This is an optimization exercise on Yosys and OpenROAD, whose aim is small area, not a production implementation.
Only simulation tests tie the RTL to the original design; equivalence was not proved.
Power and IR drop assume default switching activity.

==> design/flow/design.v <==
module multiplier3 (
    input  [15:0] A,
    input  [15:0] B,
    input  [1:0]  step,
    input  [10:0] acc,
    output [16:0] acc_out
);
    wire [5:0]  Bc     = step[1] ? B[5:0] : (step[0] ? B[11:6] : {2'b00, B[15:12]});
    wire [16:0] acc_in = (step == 2'd0) ? 17'd0 : {acc, 6'd0};
    wire mt1;
    assign mt1 = (A[6] & Bc[0]) ^ (A[5] & Bc[1]);
    wire mt2;
    assign mt2 = (A[6] & Bc[0]) & (A[5] & Bc[1]);
    wire mt3;
    assign mt3 = (A[7] & Bc[0]) ^ (A[6] & Bc[1]) ^ (A[5] & Bc[2]);
    wire mt4;
    assign mt4 = ((A[7] & Bc[0]) & (A[6] & Bc[1])) | ((A[7] & Bc[0]) & (A[5] & Bc[2])) | ((A[6] & Bc[1]) & (A[5] & Bc[2]));
    wire mt5;
    assign mt5 = (A[8] & Bc[0]) ^ (A[7] & Bc[1]) ^ (A[6] & Bc[2]);
    wire mt6;
    assign mt6 = ((A[8] & Bc[0]) & (A[7] & Bc[1])) | ((A[8] & Bc[0]) & (A[6] & Bc[2])) | ((A[7] & Bc[1]) & (A[6] & Bc[2]));
    wire mt7;
    assign mt7 = (A[9] & Bc[0]) ^ (A[8] & Bc[1]) ^ (A[7] & Bc[2]);
    wire mt8;
    assign mt8 = ((A[9] & Bc[0]) & (A[8] & Bc[1])) | ((A[9] & Bc[0]) & (A[7] & Bc[2])) | ((A[8] & Bc[1]) & (A[7] & Bc[2]));
    wire mt9;
    assign mt9 = (A[10] & Bc[0]) ^ (A[9] & Bc[1]) ^ (A[8] & Bc[2]);
    wire mt10;
    assign mt10 = ((A[10] & Bc[0]) & (A[9] & Bc[1])) | ((A[10] & Bc[0]) & (A[8] & Bc[2])) | ((A[9] & Bc[1]) & (A[8] & Bc[2]));
    wire mt11;
    assign mt11 = (A[11] & Bc[0]) ^ (A[10] & Bc[1]) ^ (A[9] & Bc[2]);
    wire mt12;
    assign mt12 = ((A[11] & Bc[0]) & (A[10] & Bc[1])) | ((A[11] & Bc[0]) & (A[9] & Bc[2])) | ((A[10] & Bc[1]) & (A[9] & Bc[2]));
    wire mt13;
    assign mt13 = (A[12] & Bc[0]) ^ (A[11] & Bc[1]) ^ (A[10] & Bc[2]);
    wire mt14;
    assign mt14 = ((A[12] & Bc[0]) & (A[11] & Bc[1])) | ((A[12] & Bc[0]) & (A[10] & Bc[2])) | ((A[11] & Bc[1]) & (A[10] & Bc[2]));
    wire mt15;
    assign mt15 = (A[13] & Bc[0]) ^ (A[12] & Bc[1]) ^ (A[11] & Bc[2]);
    wire mt16;
    assign mt16 = ((A[13] & Bc[0]) & (A[12] & Bc[1])) | ((A[13] & Bc[0]) & (A[11] & Bc[2])) | ((A[12] & Bc[1]) & (A[11] & Bc[2]));
    wire mt17;
    assign mt17 = (A[14] & Bc[0]) ^ (A[13] & Bc[1]) ^ (A[12] & Bc[2]);
    wire mt18;
    assign mt18 = ((A[14] & Bc[0]) & (A[13] & Bc[1])) | ((A[14] & Bc[0]) & (A[12] & Bc[2])) | ((A[13] & Bc[1]) & (A[12] & Bc[2]));
    wire mt19;
    assign mt19 = (A[15] & Bc[0]) ^ (A[14] & Bc[1]) ^ (A[13] & Bc[2]);
    wire mt20;
    assign mt20 = ((A[15] & Bc[0]) & (A[14] & Bc[1])) | ((A[15] & Bc[0]) & (A[13] & Bc[2])) | ((A[14] & Bc[1]) & (A[13] & Bc[2]));
    wire mt21;
    assign mt21 = (A[15] & Bc[1]) ^ (A[14] & Bc[2]);
    wire mt22;
    assign mt22 = (A[4] & Bc[0]) ^ (A[3] & Bc[1]);
    wire mt23;
    assign mt23 = (A[4] & Bc[0]) & (A[3] & Bc[1]);
    wire mt24;
    assign mt24 = (A[5] & Bc[0]) ^ (A[4] & Bc[1]) ^ (A[3] & Bc[2]);
    wire mt25;
    assign mt25 = ((A[5] & Bc[0]) & (A[4] & Bc[1])) | ((A[5] & Bc[0]) & (A[3] & Bc[2])) | ((A[4] & Bc[1]) & (A[3] & Bc[2]));
    wire mt26;
    assign mt26 = (A[2] & Bc[3]) ^ (A[1] & Bc[4]);
    wire mt27;
    assign mt27 = (A[2] & Bc[3]) & (A[1] & Bc[4]);
    wire mt28;
    assign mt28 = mt1 ^ (A[4] & Bc[2]) ^ (A[3] & Bc[3]);
    wire mt29;
    assign mt29 = (mt1 & (A[4] & Bc[2])) | (mt1 & (A[3] & Bc[3])) | ((A[4] & Bc[2]) & (A[3] & Bc[3]));
    wire mt30;
    assign mt30 = (A[2] & Bc[4]) ^ (A[1] & Bc[5]) ^ acc_in[6];
    wire mt31;
    assign mt31 = ((A[2] & Bc[4]) & (A[1] & Bc[5])) | ((A[2] & Bc[4]) & acc_in[6]) | ((A[1] & Bc[5]) & acc_in[6]);
    wire mt32;
    assign mt32 = mt2 ^ mt3 ^ (A[4] & Bc[3]);
    wire mt33;
    assign mt33 = (mt2 & mt3) | (mt2 & (A[4] & Bc[3])) | (mt3 & (A[4] & Bc[3]));
    wire mt34;
    assign mt34 = (A[3] & Bc[4]) ^ (A[2] & Bc[5]) ^ acc_in[7];
    wire mt35;
    assign mt35 = ((A[3] & Bc[4]) & (A[2] & Bc[5])) | ((A[3] & Bc[4]) & acc_in[7]) | ((A[2] & Bc[5]) & acc_in[7]);
    wire mt36;
    assign mt36 = mt4 ^ mt5 ^ (A[5] & Bc[3]);
    wire mt37;
    assign mt37 = (mt4 & mt5) | (mt4 & (A[5] & Bc[3])) | (mt5 & (A[5] & Bc[3]));
    wire mt38;
    assign mt38 = (A[4] & Bc[4]) ^ (A[3] & Bc[5]) ^ acc_in[8];
    wire mt39;
    assign mt39 = ((A[4] & Bc[4]) & (A[3] & Bc[5])) | ((A[4] & Bc[4]) & acc_in[8]) | ((A[3] & Bc[5]) & acc_in[8]);
    wire mt40;
    assign mt40 = mt6 ^ mt7 ^ (A[6] & Bc[3]);
    wire mt41;
    assign mt41 = (mt6 & mt7) | (mt6 & (A[6] & Bc[3])) | (mt7 & (A[6] & Bc[3]));
    wire mt42;
    assign mt42 = (A[5] & Bc[4]) ^ (A[4] & Bc[5]) ^ acc_in[9];
    wire mt43;
    assign mt43 = ((A[5] & Bc[4]) & (A[4] & Bc[5])) | ((A[5] & Bc[4]) & acc_in[9]) | ((A[4] & Bc[5]) & acc_in[9]);
    wire mt44;
    assign mt44 = mt8 ^ mt9 ^ (A[7] & Bc[3]);
    wire mt45;
    assign mt45 = (mt8 & mt9) | (mt8 & (A[7] & Bc[3])) | (mt9 & (A[7] & Bc[3]));
    wire mt46;
    assign mt46 = (A[6] & Bc[4]) ^ (A[5] & Bc[5]) ^ acc_in[10];
    wire mt47;
    assign mt47 = ((A[6] & Bc[4]) & (A[5] & Bc[5])) | ((A[6] & Bc[4]) & acc_in[10]) | ((A[5] & Bc[5]) & acc_in[10]);
    wire mt48;
    assign mt48 = mt10 ^ mt11 ^ (A[8] & Bc[3]);
    wire mt49;
    assign mt49 = (mt10 & mt11) | (mt10 & (A[8] & Bc[3])) | (mt11 & (A[8] & Bc[3]));
    wire mt50;
    assign mt50 = (A[7] & Bc[4]) ^ (A[6] & Bc[5]) ^ acc_in[11];
    wire mt51;
    assign mt51 = ((A[7] & Bc[4]) & (A[6] & Bc[5])) | ((A[7] & Bc[4]) & acc_in[11]) | ((A[6] & Bc[5]) & acc_in[11]);
    wire mt52;
    assign mt52 = mt12 ^ mt13 ^ (A[9] & Bc[3]);
    wire mt53;
    assign mt53 = (mt12 & mt13) | (mt12 & (A[9] & Bc[3])) | (mt13 & (A[9] & Bc[3]));
    wire mt54;
    assign mt54 = (A[8] & Bc[4]) ^ (A[7] & Bc[5]) ^ acc_in[12];
    wire mt55;
    assign mt55 = ((A[8] & Bc[4]) & (A[7] & Bc[5])) | ((A[8] & Bc[4]) & acc_in[12]) | ((A[7] & Bc[5]) & acc_in[12]);
    wire mt56;
    assign mt56 = mt14 ^ mt15 ^ (A[10] & Bc[3]);
    wire mt57;
    assign mt57 = (mt14 & mt15) | (mt14 & (A[10] & Bc[3])) | (mt15 & (A[10] & Bc[3]));
    wire mt58;
    assign mt58 = (A[9] & Bc[4]) ^ (A[8] & Bc[5]) ^ acc_in[13];
    wire mt59;
    assign mt59 = ((A[9] & Bc[4]) & (A[8] & Bc[5])) | ((A[9] & Bc[4]) & acc_in[13]) | ((A[8] & Bc[5]) & acc_in[13]);
    wire mt60;
    assign mt60 = mt16 ^ mt17 ^ (A[11] & Bc[3]);
    wire mt61;
    assign mt61 = (mt16 & mt17) | (mt16 & (A[11] & Bc[3])) | (mt17 & (A[11] & Bc[3]));
    wire mt62;
    assign mt62 = (A[10] & Bc[4]) ^ (A[9] & Bc[5]) ^ acc_in[14];
    wire mt63;
    assign mt63 = ((A[10] & Bc[4]) & (A[9] & Bc[5])) | ((A[10] & Bc[4]) & acc_in[14]) | ((A[9] & Bc[5]) & acc_in[14]);
    wire mt64;
    assign mt64 = mt18 ^ mt19 ^ (A[12] & Bc[3]);
    wire mt65;
    assign mt65 = (mt18 & mt19) | (mt18 & (A[12] & Bc[3])) | (mt19 & (A[12] & Bc[3]));
    wire mt66;
    assign mt66 = (A[11] & Bc[4]) ^ (A[10] & Bc[5]) ^ acc_in[15];
    wire mt67;
    assign mt67 = ((A[11] & Bc[4]) & (A[10] & Bc[5])) | ((A[11] & Bc[4]) & acc_in[15]) | ((A[10] & Bc[5]) & acc_in[15]);
    wire mt68;
    assign mt68 = mt20 ^ mt21 ^ (A[13] & Bc[3]);
    wire mt69;
    assign mt69 = (A[12] & Bc[4]) ^ (A[11] & Bc[5]) ^ acc_in[16];
    wire mt70;
    assign mt70 = (A[3] & Bc[0]) ^ (A[2] & Bc[1]);
    wire mt71;
    assign mt71 = (A[3] & Bc[0]) & (A[2] & Bc[1]);
    wire mt72;
    assign mt72 = mt22 ^ (A[2] & Bc[2]) ^ (A[1] & Bc[3]);
    wire mt73;
    assign mt73 = (mt22 & (A[2] & Bc[2])) | (mt22 & (A[1] & Bc[3])) | ((A[2] & Bc[2]) & (A[1] & Bc[3]));
    wire mt74;
    assign mt74 = mt23 ^ mt24 ^ mt26;
    wire mt75;
    assign mt75 = (mt23 & mt24) | (mt23 & mt26) | (mt24 & mt26);
    wire mt76;
    assign mt76 = mt25 ^ mt27 ^ mt28;
    wire mt77;
    assign mt77 = (mt25 & mt27) | (mt25 & mt28) | (mt27 & mt28);
    wire mt78;
    assign mt78 = mt29 ^ mt31 ^ mt32;
    wire mt79;
    assign mt79 = (mt29 & mt31) | (mt29 & mt32) | (mt31 & mt32);
    wire mt80;
    assign mt80 = mt33 ^ mt35 ^ mt36;
    wire mt81;
    assign mt81 = (mt33 & mt35) | (mt33 & mt36) | (mt35 & mt36);
    wire mt82;
    assign mt82 = mt37 ^ mt39 ^ mt40;
    wire mt83;
    assign mt83 = (mt37 & mt39) | (mt37 & mt40) | (mt39 & mt40);
    wire mt84;
    assign mt84 = mt41 ^ mt43 ^ mt44;
    wire mt85;
    assign mt85 = (mt41 & mt43) | (mt41 & mt44) | (mt43 & mt44);
    wire mt86;
    assign mt86 = mt45 ^ mt47 ^ mt48;
    wire mt87;
    assign mt87 = (mt45 & mt47) | (mt45 & mt48) | (mt47 & mt48);
    wire mt88;
    assign mt88 = mt49 ^ mt51 ^ mt52;
    wire mt89;
    assign mt89 = (mt49 & mt51) | (mt49 & mt52) | (mt51 & mt52);
    wire mt90;
    assign mt90 = mt53 ^ mt55 ^ mt56;
    wire mt91;
    assign mt91 = (mt53 & mt55) | (mt53 & mt56) | (mt55 & mt56);
    wire mt92;
    assign mt92 = mt57 ^ mt59 ^ mt60;
    wire mt93;
    assign mt93 = (mt57 & mt59) | (mt57 & mt60) | (mt59 & mt60);
    wire mt94;
    assign mt94 = mt61 ^ mt63 ^ mt64;
    wire mt95;
    assign mt95 = (mt61 & mt63) | (mt61 & mt64) | (mt63 & mt64);
    wire mt96;
    assign mt96 = mt65 ^ mt67 ^ mt68;
    wire mt97;
    assign mt97 = (A[2] & Bc[0]) ^ (A[1] & Bc[1]);
    wire mt98;
    assign mt98 = (A[2] & Bc[0]) & (A[1] & Bc[1]);
    wire mt99;
    assign mt99 = mt70 ^ (A[1] & Bc[2]) ^ (A[0] & Bc[3]);
    wire mt100;
    assign mt100 = (mt70 & (A[1] & Bc[2])) | (mt70 & (A[0] & Bc[3])) | ((A[1] & Bc[2]) & (A[0] & Bc[3]));
    wire mt101;
    assign mt101 = mt71 ^ mt72 ^ (A[0] & Bc[4]);
    wire mt102;
    assign mt102 = (mt71 & mt72) | (mt71 & (A[0] & Bc[4])) | (mt72 & (A[0] & Bc[4]));
    wire mt103;
    assign mt103 = mt73 ^ mt74 ^ (A[0] & Bc[5]);
    wire mt104;
    assign mt104 = (mt73 & mt74) | (mt73 & (A[0] & Bc[5])) | (mt74 & (A[0] & Bc[5]));
    wire mt105;
    assign mt105 = mt75 ^ mt76 ^ mt30;
    wire mt106;
    assign mt106 = (mt75 & mt76) | (mt75 & mt30) | (mt76 & mt30);
    wire mt107;
    assign mt107 = mt77 ^ mt78 ^ mt34;
    wire mt108;
    assign mt108 = (mt77 & mt78) | (mt77 & mt34) | (mt78 & mt34);
    wire mt109;
    assign mt109 = mt79 ^ mt80 ^ mt38;
    wire mt110;
    assign mt110 = (mt79 & mt80) | (mt79 & mt38) | (mt80 & mt38);
    wire mt111;
    assign mt111 = mt81 ^ mt82 ^ mt42;
    wire mt112;
    assign mt112 = (mt81 & mt82) | (mt81 & mt42) | (mt82 & mt42);
    wire mt113;
    assign mt113 = mt83 ^ mt84 ^ mt46;
    wire mt114;
    assign mt114 = (mt83 & mt84) | (mt83 & mt46) | (mt84 & mt46);
    wire mt115;
    assign mt115 = mt85 ^ mt86 ^ mt50;
    wire mt116;
    assign mt116 = (mt85 & mt86) | (mt85 & mt50) | (mt86 & mt50);
    wire mt117;
    assign mt117 = mt87 ^ mt88 ^ mt54;
    wire mt118;
    assign mt118 = (mt87 & mt88) | (mt87 & mt54) | (mt88 & mt54);
    wire mt119;
    assign mt119 = mt89 ^ mt90 ^ mt58;
    wire mt120;
    assign mt120 = (mt89 & mt90) | (mt89 & mt58) | (mt90 & mt58);
    wire mt121;
    assign mt121 = mt91 ^ mt92 ^ mt62;
    wire mt122;
    assign mt122 = (mt91 & mt92) | (mt91 & mt62) | (mt92 & mt62);
    wire mt123;
    assign mt123 = mt93 ^ mt94 ^ mt66;
    wire mt124;
    assign mt124 = (mt93 & mt94) | (mt93 & mt66) | (mt94 & mt66);
    wire mt125;
    assign mt125 = mt95 ^ mt96 ^ mt69;
    wire [16:0] mt_r0 = {mt124, mt122, mt120, mt118, mt116, mt114, mt112, mt110, mt108, mt106, mt104, mt102, mt100, mt98, mt97, (A[1] & Bc[0]), (A[0] & Bc[0])};
    wire [16:0] mt_r1 = {mt125, mt123, mt121, mt119, mt117, mt115, mt113, mt111, mt109, mt107, mt105, mt103, mt101, mt99, (A[0] & Bc[2]), (A[0] & Bc[1]), 1'b0};
    assign acc_out = mt_r0 + mt_r1;
endmodule
module manta_style (
    input clk,
    input rst,
    output [15:0] imem_addr,
    output        imem_re,
    input  [15:0] imem_rdata,
    output [15:0] dmem_addr,
    output        dmem_re,
    output        dmem_we,
    output [15:0] dmem_wdata,
    input  [15:0] dmem_rdata
);
    reg [15:0] id_instr;
    reg [15:0] id_pc;
    reg [15:0] ex_instr;
    reg [1:0]  mul_cnt;      
    reg [15:0] mem_res;      
    reg [15:0] mem_wd;       
    reg [3:0]  mem_dest;     
    reg        mem_ld;
    reg        mem_st;
    reg [15:0] gpr [1:15];
    wire [3:0] id_op = id_instr[15:12];
    wire [3:0] id_a  = id_instr[11:8];
    wire [3:0] id_b  = id_instr[7:4];
    wire [3:0] id_c  = id_instr[3:0];
    wire [3:0] ex_op = ex_instr[15:12];
    wire [3:0] ex_a  = ex_instr[11:8];
    wire [3:0] ex_b  = ex_instr[7:4];
    wire [3:0] ex_c  = ex_instr[3:0];
    wire ex_mul   = (ex_op == 4'h5);
    wire mul_busy = ex_mul & ~mul_cnt[1];           
    wire ex_cd    = (ex_op[3:1] == 3'b110);         
    wire [3:0] ex_dest = ex_cd ? 4'd0 : ex_c;
    wire ex_ld    = (ex_op == 4'hb);
    wire ex_stw   = (ex_op == 4'hc);
    wire [3:0] hz_rs1 = (id_op != 4'he) ? id_a : 4'd0;
    wire [3:0] hz_rs2 = (id_op < 4'h6) ? id_b : ((id_op[3:1] == 3'b110) ? id_c : 4'd0);
    wire hz1 = (hz_rs1 != 4'd0) &&
               ((hz_rs1 == ex_dest && ex_ld) || (hz_rs1 == mem_dest && mem_ld && hz_rs1 != ex_dest));
    wire hz2 = (hz_rs2 != 4'd0) &&
               ((hz_rs2 == ex_dest && ex_ld) || (hz_rs2 == mem_dest && mem_ld && hz_rs2 != ex_dest));
    wire id_ex_stall = mul_busy | hz1 | hz2;
    wire id_branch   = (id_op == 4'hd) | (id_op == 4'he) | (id_op == 4'hf);
    wire if_id_stall = id_ex_stall | id_branch;
    wire [3:0] rs1 = ex_a;
    wire [3:0] rs2 = ex_op[3] ? ex_c : ex_b;
    wire [15:0] rf1 = (rs1 == 4'd0) ? 16'd0 : gpr[rs1[3:0]];
    wire [15:0] rf2 = (rs2 == 4'd0) ? 16'd0 : gpr[rs2[3:0]];
    wire [15:0] A = (mem_dest != 4'd0 && rs1 == mem_dest) ? mem_res : rf1;
    wire [15:0] B = (mem_dest != 4'd0 && rs2 == mem_dest) ? mem_res : rf2;
    wire [15:0] imm = {12'd0, ex_b};
    wire        is_sub = (ex_op == 4'h1);
    wire        pc_rel = (ex_op == 4'hd) | (ex_op == 4'he);
    reg  [15:0] add_b;
    always @(*) begin
        case (ex_op)
            4'h0:    add_b = B;
            4'h1:    add_b = ~B;
            4'hd:    add_b = {{12{ex_b[3]}}, ex_b};
            4'he:    add_b = {{8{ex_a[3]}}, ex_a, ex_b};
            4'hf:    add_b = {{12{ex_b[3]}}, ex_b};
            default: add_b = imm;
        endcase
    end
    wire [15:0] add_a = pc_rel ? id_pc : A;
    wire [15:0] sum = add_a + add_b + {15'd0, is_sub};
    wire [15:0] pc_inc = id_pc + 16'd1;
    wire [15:0] L = (ex_op < 4'h6) ? B : imm;
    wire [16:0] acc_out;
    multiplier3 mul (.A(A), .B(B), .step(mul_cnt), .acc(mem_res[10:0]), .acc_out(acc_out));
    wire [15:0] b_ge;
    genvar gi;
    generate
        for (gi = 0; gi < 16; gi = gi + 1) begin : g_bge
            assign b_ge[gi] = |B[15:gi];
        end
    endgenerate
    wire [15:1] ovf_terms;
    generate
        for (gi = 1; gi < 16; gi = gi + 1) begin : g_ovf
            assign ovf_terms[gi] = A[gi] & b_ge[16 - gi];
        end
    endgenerate
    wire ovf = (|ovf_terms) | acc_out[16];
    wire [15:0] mul_res = (mul_cnt[1] & ovf) ? 16'hffff : acc_out[15:0];
    wire        shr = ex_op[1];
    wire [15:0] A_rev, shl_rev, shl_raw;
    generate
        for (gi = 0; gi < 16; gi = gi + 1) begin : g_rev
            assign A_rev[gi] = A[15 - gi];
            assign shl_rev[gi] = shl_raw[15 - gi];
        end
    endgenerate
    wire [15:0] shl_in = shr ? A_rev : A;
    assign shl_raw = shl_in << ex_b;
    reg [15:0] res;
    always @(*) begin
        case (ex_op)
            4'h0, 4'h1, 4'h6, 4'hb, 4'hc: res = sum;
            4'h2, 4'h7: res = A & L;
            4'h3, 4'h8: res = A | L;
            4'h4:       res = A ^ B;
            4'h5:       res = mul_res;
            4'h9, 4'ha: res = shr ? shl_rev : shl_raw;
            default:    res = pc_inc;         
        endcase
    end
    wire br_taken = ((ex_op == 4'hd) && (A != B)) | (ex_op == 4'he) | (ex_op == 4'hf);
    assign imem_re   = ~if_id_stall;
    assign imem_addr = br_taken ? sum : pc_inc;
    assign dmem_addr  = mem_res;
    assign dmem_re    = mem_ld;
    assign dmem_we    = mem_st;
    assign dmem_wdata = mem_wd;
    wire [15:0] wr_data = mem_ld ? dmem_rdata : mem_res;
    always @(posedge clk) begin
        if (rst) begin
            id_instr <= 16'd0;
            id_pc    <= 16'hffff;
        end else begin
            if (!if_id_stall) begin
                id_instr <= imem_rdata;
                id_pc    <= imem_addr;
            end else if (!id_ex_stall) begin
                id_instr <= 16'd0;
            end
        end
    end
    always @(posedge clk) begin
        if (rst) begin
            ex_instr <= 16'd0;
            mul_cnt  <= 2'd0;
        end else if (mul_busy) begin
            mul_cnt  <= mul_cnt + 2'd1;
        end else begin
            ex_instr <= id_ex_stall ? 16'd0 : id_instr;
            mul_cnt  <= 2'd0;
        end
    end
    always @(posedge clk) begin
        mem_res <= res;
        mem_wd  <= B;
        if (rst || mul_busy) begin
            mem_dest <= 4'd0;
            mem_ld   <= 1'b0;
            mem_st   <= 1'b0;
        end else begin
            mem_dest <= ex_dest;
            mem_ld   <= ex_ld;
            mem_st   <= ex_stw;
        end
    end
    wire [15:0] wr_d = wr_data & {16{~rst}};
    integer i;
    always @(posedge clk) begin
        for (i = 1; i < 16; i = i + 1) begin
            if (rst || mem_dest == i[3:0])
                gpr[i] <= wr_d;
        end
    end
endmodule
==> design/flow/flow/run.sh <==
#!/bin/bash
# Layout flow: the standard flow (standard.sh) unchanged except that the
# ports are buffered with buf_1 cells instead of the flow's default buffer.
# ORFS's own logs stay in orfs/logs; make's output goes to standard.log.
set -euo pipefail
bash standard.sh "BUFFER_PORTS_ARGS=-buffer_cell sky130_fd_sc_hd__buf_1" finish > standard.log 2>&1
==> design/flow/standard.sh <==
#!/bin/bash
# synth_recipe.tcl (not shown) runs the flow's synth.tcl, then flattens the netlist and writes it again
# the make line also repeats each setting of config.mk as NAME=value (left out here)
make -C /OpenROAD-flow-scripts/flow DESIGN_CONFIG=/design/flow/config.mk WORK_HOME=/design/flow/orfs CLKGATE_MAP_FILE= SYNTH_SCRIPT=/design/flow/synth_recipe.tcl "${@:-finish}"
==> design/flow/config.mk <==
export PLATFORM = sky130hd
export DESIGN_NAME = manta_style
export DESIGN_NICKNAME = manta_style
export VERILOG_FILES = /design/flow/design.v
export SDC_FILE = /design/flow/constraint.sdc
export NUM_CORES = 4
export LEC_CHECK = 0
export ABC_AREA = 1
export CAP_MARGIN = 20
export CORE_MARGIN = 2
export CORE_UTILIZATION = 60
export CTS_CLUSTER_DIAMETER = 100
export CTS_CLUSTER_SIZE = 24
export PLACE_DENSITY = 0.75
export SLEW_MARGIN = 20
==> design/flow/constraint.sdc <==
create_clock -name core_clock -period 8.0 [get_ports {clk}]
set_input_delay 1.6000 -clock core_clock [delete_from_list [all_inputs] [get_ports {clk}]]
set_output_delay 1.6000 -clock core_clock [all_outputs]
set_load 0.01 [all_outputs]
==> results.txt <==
## per-stage QoR
| stage | total power, mW | setup WS, ns | utilization, % |
|---|---|---|---|
| after detailed placement | 9.33 | 0.632 | 63.9 |
| final | 10.8 | 0.291 | 65.6 |
| after CTS | 10.4 | 0.298 | 65.5 |
| after global routing | 11.3 | 0.0842 | 65.6 |
| after global placement | 9.22 | 0.796 | 63.9 |
| after floorplan | 6.94 | 2.02 | - |
## metal layers
layer	global-route usage (%)	vias up
li1	-	9583
met1	63.9	10200
met2	66.1	1883
met3	12.4	325
met4	17.4	2
met5	0	-
## registers in the layout, indices dropped and copies added, names as in the netlist
| name | flops |
|---|---|
| mul_cnt | 2 |
| gpr | 240 |
| mem_ld | 1 |
| id_instr | 16 |
| mem_res | 16 |
| id_pc | 16 |
| mem_dest | 4 |
| ex_instr | 16 |
| mem_st | 1 |
| mem_wd | 16 |
## worst max path at each step
stage | start | endpoint | slack, ns | cells after the start
3_3_place_gp | ex_instr[7] | mem_res[14] | 0.80 | 36
6_report | ex_instr[10] | imem_addr[13] | 0.29 | 24
3_5_place_dp | ex_instr[7] | mem_res[9] | 0.63 | 35
5_1_grt | ex_instr[5] | imem_addr[14] | 0.08 | 30
4_1_cts | ex_instr[15] | imem_addr[14] | 0.30 | 26
2_1_floorplan | ex_instr[4] | mem_res[14] | 2.02 | 38
## kinds of logic (layout without fill, tap and decap cells)
logic type / after synthesis / after routing / share of synthesized area (%)
buf+inv: 403 / 498 / 7.80
other cells: 0 / 1 / 0
xor+xnor: 70 / 70 / 2.80
compound gates: 447 / 447 / 12.1
flops: 328 / 328 / 41.0
fa+ha+maj: 94 / 94 / 7.37
simple gates: 1515 / 1515 / 28.9
## power by group
part / switching [mW] / internal (mW)
clock: 0.620 / 0.454
sequential: 0.314 / 2.25
combinational: 5.13 / 2.01
total: 6.06 / 4.72
## final cells by class
class	instances	share of cell area (%)
Sequential cell	328	38.3
Inverter	304	4.91
Timing Repair Buffer	168	4.04
Antenna cell	1	0.0107
Multi-Input combinational cell	2126	47.9
Tap cell	461	2.46
Clock inverter	5	0.315
Clock buffer	21	2.06
## layout by cell type, fill, tap and decap left out, drive strengths merged, types with 2 or more instances in the layout
cell type	count
o2111ai	8
a21o	2
xor2	58
nand2	943
inv	304
edfxtp	240
nor2	321
xnor2	12
nor3b	2
o221ai	7
buf	168
nand3	181
nand3b	2
fa	58
a21oi	168
dfxtp	88
clkinvlp	2
o211ai	14
clkinv	3
nand4	37
o22ai	18
a311oi	3
o21bai	7
ha	36
o21ai	162
a22o	16
a31oi	7
a211oi	11
a221oi	18
nor4	9
clkbuf	21
a32o	2
nor3	17
## repair_timing
item | CTS | global route
buffers inserted | 0 | 0
hold endpoints to repair | 0 | 0
endpoints found under the setup margin | 0 | 10
resized for setup | 0 | 9
==> PnR_summary.wiki <==
{| class="wikitable"
! Metric !! Value
|-
| Main synth FF type || edfxtp_1
|-
| Detailed placer's ending HPWL || 64.5 mm
|-
| Pin count of the biggest net entering global routing || between 40 and 50
|-
| Multi-input combinational cell area || around 11000 um2
|-
| Synth top area cells || edfxtp_1 (33%), nand2_1 (16%), dfxtp_1 (8.1%)
|-
| H-tree Lvls || 1
|-
| Die Ht || between 150 and 200 um
|-
| CTS tree || yes
|-
| Count of endpoints failing hold in the final timing report || 0
|-
| Post-synthesis instance area || 21900 um2
|-
| Ratio of total power to cell area || 460 nW/um2
|-
| DRC violation count after routing || 0
|-
| Flop2flop setup slack || 0.70 ns
|-
| Proportion of synthesized flip-flops having asynchronous set or reset || 0%
|-
| Synth Instances || approximately 2900
|-
| Post-detailed-route via-to-cell ratio || between 6 and 7
|-
| Syn_area_per_cell || ~7.7 um2
|-
| First-pass GRT wire length || around 130 mm
|-
| Layout cell share with drive strength beyond 1 || under 10%
|-
| Buffers added on ports || 84
|-
| Area of the core region || about 36000 um2
|-
| Setup-failing EPs final || 0
|-
| Post-detailed-placement cell area || about 23000 um2
|-
| Setup total negative slack || 0 ns
|-
| Area of the die || roughly 38000 um2
|-
| Num CTS Buffers || 19
|-
| Router iterations before antenna repair || 7
|-
| Starting density of the core || roughly three fifths
|-
| Buffers from clock root to sink, at most || 3
|-
| Post-synth top area share || around a third
|-
| Area taken by flip-flops and latches || roughly 9000 um2
|-
| Final instance area || ~23000 um2
|-
| Yosys synthesis warning count || 18
|-
| Series of cell instances along the critical path || nand2_1 > inv_1 > nand2_1 > inv_2 > nand2_1 > nand2_1 > a221oi_1 > nand4_1 > a21boi_1 > o21ai_0 > ha_1 > a21o_1 > a31oi_1 > o21ai_1 > a21oi_1 > o21ai_0 > a21oi_1 > o21bai_1 > nand2_1 > nand2_1 > a21oi_1 > xor2_1 > o21ai_1 > buf_1
|-
| CTS Hold Bufs || 0
|-
| Element type at the critical path start || register
|-
| Highest metal used || met5
|-
| Setup repair after global routing missed its margin || no
|-
| Clock sink total || approximately 330
|-
| Number of DRC violations after detailed-routing iteration 0 || 4072
|-
| Setup clock skew after layout || 0.0321 ns
|-
| Mean routed wirelength per cell || between 20 and 30 um
|-
| Fmax achieved || about 0.13 GHz
|-
| Pin slew with the least headroom to its limit || about 1.2 ns
|-
| Post-Syn Nets || roughly 3000
|-
| Flop and latch count out of synthesis || 328
|-
| CP max stage delay || approximately 0.66 ns
|-
| Worst-Skew Late Latency || 0.57 ns
|-
| Number of antenna violations at the first check in global routing || 2
|-
| EDFF count, synth || 240
|-
| Reg-to-Reg Start || ex_instr[4]
|-
| Hold EP || mul_cnt[0]
|-
| Clock-pin slew on the worst setup and hold paths || ~0.11 ns
|-
| Static leakage power || 10.3 nW
|-
| I/O pin cnt || 85
|-
| Number of placed instances with taps included || 3386
|-
| Nature of the critical path endpoint || primary output
|-
| Relative slew margins || between 10% and 20%
|-
| Required time of the critical path || ~6.4 ns
|-
| Type of the most critical hold path || register to register
|-
| Fin crit period || a little under 8 ns
|-
| Sequential cell area fraction in the yosys report || between 40% and 50%
|-
| Wire length on met2 || between 30 and 40 mm
|-
| End of the worst register-to-register path || mem_res[14]
|-
| X dimension of the die || slightly below 200 um
|-
| Dominant cell by count in the synthesized netlist || nand2_1
|-
| Wire length on met1 || around 32 mm
|-
| # rows || between 60 and 70
|-
| Routed wire length on met3 || 14.6 mm
|-
| Biggest fanout along the worst timing path || 14
|-
| Total overflow reported by the global router || 0
|-
| Count of nets left with antenna violations after detail routing || 0
|-
| Overall global routing resource usage || 45.1%
|-
| Final Cycle Share || between 90% and 100%
|-
| Final weighted congestion in routability-driven placement || roughly 1.1
|-
| Total number of nets in the final design || 3075
|-
| Vias post-DR || ~22000
|-
| Top cells by instance count after synthesis || nand2_1 (905), nor2_1 (302), inv_1 (283), edfxtp_1 (240), nand3_1 (179)
|-
| Area growth from synthesis to layout || 7.23%
|-
| Netlist cell types || 53
|-
| Depth of the worst register-to-register path || 37
|-
| Path type of the worst setup path || register to primary output
|-
| Startpoint of the worst hold path || mul_cnt[0]
|-
| Status || timing/DRC/antenna clean
|-
| Highest-delay cell along the critical path || a21boi_1
|-
| Post-route worst hold slack || ~0.45 ns
|-
| Filler Cells Inserted || slightly above 3000
|-
| CP Buf/Inv Count || 3
|-
| Worst path most repeated cell || nand2_1
|-
| Maximum vdd ir drop || about 0.56 mV
|-
| Final cell count without fillers || between 3000 and 4000
|-
| Post-detailed-routing wire length || 86.3 mm
|-
| Arrival time of data at the critical path endpoint || around 6.1 ns
|-
| Clock root cell || clkbuf_16
|-
| Vias in the first global route || approximately 21000
|-
| Hold Path Depth || 1
|-
| Total count of max-transition violations in the final report || 0
|-
| Maximum capacitance violations || 0
|-
| Biggest area consumer among synthesized cells || edfxtp_1
|-
| Gate family responsible for the most delay along the worst path || compound AO/OA/AOI/OAI gates
|}

==> re-timing with driven ports <==
How much do the figures lean on ideal ports? The routed layout below was timed once more, with nothing changed but the port constraints.
Step 1 assumes that a clkbuf_16 drives the clock port and a buf_2 every other input.
Step 2, shift: input delay + t, output delay - t, t = (earliest + latest rising clock arrival at the registers) / 2. This alone moves slack from input paths to output paths.
Slacks: ideal ports / drivers / drivers and shift; pairs: ideal ports / drivers.
shift t [ns]: 0.614
slack for setup (ns): 0.291 / 0.234 / 0.700
hold WS [ns]: 0.449 / 0.449 / 0.449
worst register clock-pin slew, ns: 0.11 / 0.11
worst slew at a driven data input, ns: 0.04
After both steps this run still meets setup and hold. For this run, drivers alone change the setup slack by -0.057 ns; drivers and shift together by +0.409 ns.
